This design comes from an exercise in tuning for small area and a short achievable clock period on the open sky130 flow, not from production work.
Function was checked by simulation only, so behaviour that the tests miss may differ from the original.
No activity file was given, so power comes from the tool's default toggle rates.

Setup of lane 4:
## ACC_CPU_32BITS
module ACC_CPU_32BITS(
	input button_clock_in,
	input [16:0] Input,
	output wire [0:27] Output7Segments,
	input clock,
	output wire WaitingInput,
	input reset_in,
	output wire Negative,
	output wire [0:20] OutputPC,
	output wire [14:0] mem_addr,
	output wire [31:0] mem_wdata,
	output wire mem_we,
	input [31:0] mem_rdata
	);
	localparam [63:0] M_DEF  = 64'h04ff01009efddff7;  
	localparam [63:0] M_MULC = 64'h00001e0000002008;  
	localparam [63:0] M_AY   = 64'h0051000000000001;  
	localparam [63:0] M_AX   = 64'h00a2000082000100;  
	localparam [63:0] M_ASP  = 64'h0000000004000000;  
	localparam [63:0] M_AAUX = 64'h0000000000010000;  
	localparam [63:0] M_ASR3 = 64'h0400000000000000;  
	localparam [63:0] M_AZ   = 64'h0000010018fc0000;  
	localparam [63:0] M_BM   = 64'h0000150018a894a5;  
	localparam [63:0] M_BI   = 64'h00000a0000546a5a;  
	localparam [63:0] M_BZ   = 64'h040f000006010100;  
	localparam [63:0] M_SUB  = 64'h00c0000080000607;
	localparam [63:0] M_AND  = 64'h0000000000000030;
	localparam [63:0] M_OR   = 64'h0000000000001800;
	localparam [63:0] M_XOR  = 64'h000000000000c000;
	localparam [63:0] M_FLAGS= 64'h0000000000000007;  
	localparam [63:0] M_DACC = 64'h0003000010c0def0;
	localparam [63:0] M_DX   = 64'h00a8000084310000;
  ...
Size in the first run: about 4900 cells after synthesis, roughly 150 I/O pins, ~40000 um^2 of cells after synthesis.
Settings: LEC_CHECK=0, CAP_MARGIN=20, CORE_MARGIN=2, CORE_UTILIZATION=40, SLEW_MARGIN=20, SYNTH_HIERARCHICAL=1, SYNTH_MINIMUM_KEEP_SIZE=0; clock period 105.0 ns.
run.sh (not shown) runs the stock make flow with config.mk's settings and CLKGATE_MAP_FILE= SYNTH_SCRIPT=/design/flow/synth_recipe.tcl, a recipe that flattens the netlist after the stock synthesis.
Looking at the reports, lane 4 completed the entire flow and the layout it produced met the timing, DRC and antenna checks.
Modified inputs, lane 2 compared to lane 4
# lane 4
export LEC_CHECK = 0
export CAP_MARGIN = 20
export CORE_MARGIN = 2
export CORE_UTILIZATION = 40
export SLEW_MARGIN = 20
export SYNTH_HIERARCHICAL = 1
export SYNTH_MINIMUM_KEEP_SIZE = 0
create_clock -name core_clock -period 105.0 [get_ports {clock}]
# lane 2
export LEC_CHECK = 0
export CAP_MARGIN = 20
export CORE_MARGIN = 2
export CORE_UTILIZATION = 40
export CTS_CLUSTER_DIAMETER = 100
export CTS_CLUSTER_SIZE = 18
export SLEW_MARGIN = 20
export SYNTH_HIERARCHICAL = 1
export SYNTH_MINIMUM_KEEP_SIZE = 0
create_clock -name core_clock -period 105.0 [get_ports {clock}]
Notes after the runs:
- Compared with lane 4, in lane 2 final design instance area without fill shrank by 2.1%, met3 wire length higher, core utilization of the finished layout -0.94 points, filler-free cell count of the finished design shows a reduction of 53, via count fell by about 0.4%.

---

ACC_CPU_32BITS, a different RTL version from the one above (not shown whole).
For scale: about 5000 cells after synthesis, roughly 490 flip-flops, ~150 I/O pins.
==> flow/config.mk <==
export PLATFORM = sky130hd
export DESIGN_NAME = ACC_CPU_32BITS
export DESIGN_NICKNAME = ACC_CPU_32BITS
export VERILOG_FILES = /design/flow/design.v
export SDC_FILE = /design/flow/constraint.sdc
export NUM_CORES = 4
export LEC_CHECK = 0
export CAP_MARGIN = 20
export CORE_MARGIN = 2
export CORE_UTILIZATION = 40
export CTS_CLUSTER_DIAMETER = 100
export CTS_CLUSTER_SIZE = 18
export GPL_TIMING_DRIVEN = 0
export SLEW_MARGIN = 20
export SYNTH_HIERARCHICAL = 1
export SYNTH_MINIMUM_KEEP_SIZE = 0
==> flow/constraint.sdc <==
create_clock -name core_clock -period 105.0 [get_ports {clock}]
set_input_delay 21.0000 -clock core_clock [delete_from_list [all_inputs] [get_ports {clock}]]
set_output_delay 21.0000 -clock core_clock [all_outputs]
set_load 0.01 [all_outputs]
standard.sh (not shown) runs the stock make flow with config.mk's settings and CLKGATE_MAP_FILE= SYNTH_SCRIPT=/design/flow/synth_recipe.tcl, a recipe that flattens the netlist after the stock synthesis.
==> flow/flow/run.sh <==
#!/bin/bash
# Layout flow: the standard flow (standard.sh: ORFS synthesis through
# finish), with the port buffers that ORFS inserts at global placement made
# sky130_fd_sc_hd__buf_2 cells instead of the cell buffer_ports picks by
# default.  Every port still gets its own buffer.  The ORFS logs stay under
# orfs/logs; the output of the make run goes to standard.log.
set -euo pipefail
cd "$(dirname "$0")/.."
bash standard.sh "BUFFER_PORTS_ARGS=-buffer_cell sky130_fd_sc_hd__buf_2" finish > standard.log 2>&1
Then changed:
GPL_TIMING_DRIVEN = unset   (was 0)
Effect: Final area decreases slightly. Power went down by a few percent. Die area is unchanged. Clock skew went down by 0.0056 ns. Count of clock-buffer cells in the layout fell by 2. Setup slack improves by 0.35 ns. First-iteration DRC count falls by about a fifth.
Then changed:
ABC_AREA = 1   (was unset)
Total power rose by a little under a tenth. Maximum frequency rose slightly. Wire length rose by a few percent. Final cell count rose by roughly a tenth. Register-to-register slack gets worse by 0.51 ns. Setup slack gets better by 0.35 ns.

==> what the ideal ports hide <==
How much do the figures lean on ideal ports? The routed layouts below were timed once more, with nothing changed but the port constraints.
Step 1 sets driving cells, clkbuf_16 on the clock port and buf_2 on the other inputs (assumed; they add their load-dependent delay and slew).
Step 2, shift: input delay + t, output delay - t, t = (earliest + latest rising clock arrival at the registers) / 2. This alone moves slack from input paths to output paths.
Three values: ideal ports, drivers, drivers and shift; two values: the first two.
run | shift t [ns] | setup WS [ns] | latest minus earliest clock arrival (ns)
lane 4 | 0.732 | 82.002 / 82.054 / 81.323 | 0.027 / 0.027
lane 2 | 0.677 | 82.041 / 82.093 / 81.416 | 0.053 / 0.053
the first run of note 2 | 0.720 | 82.067 / 82.124 / 81.404 | 0.044 / 0.044
the second run of note 2 | 0.669 | 82.422 / 82.467 / 81.798 | 0.035 / 0.035
the third run of note 2 | 0.728 | 82.774 / 82.699 / 82.245 | 0.058 / 0.058
After both steps every run listed still meets setup and hold. For lane 4, which loses most, drivers alone change the setup slack by +0.052 ns; drivers and shift together by -0.679 ns.
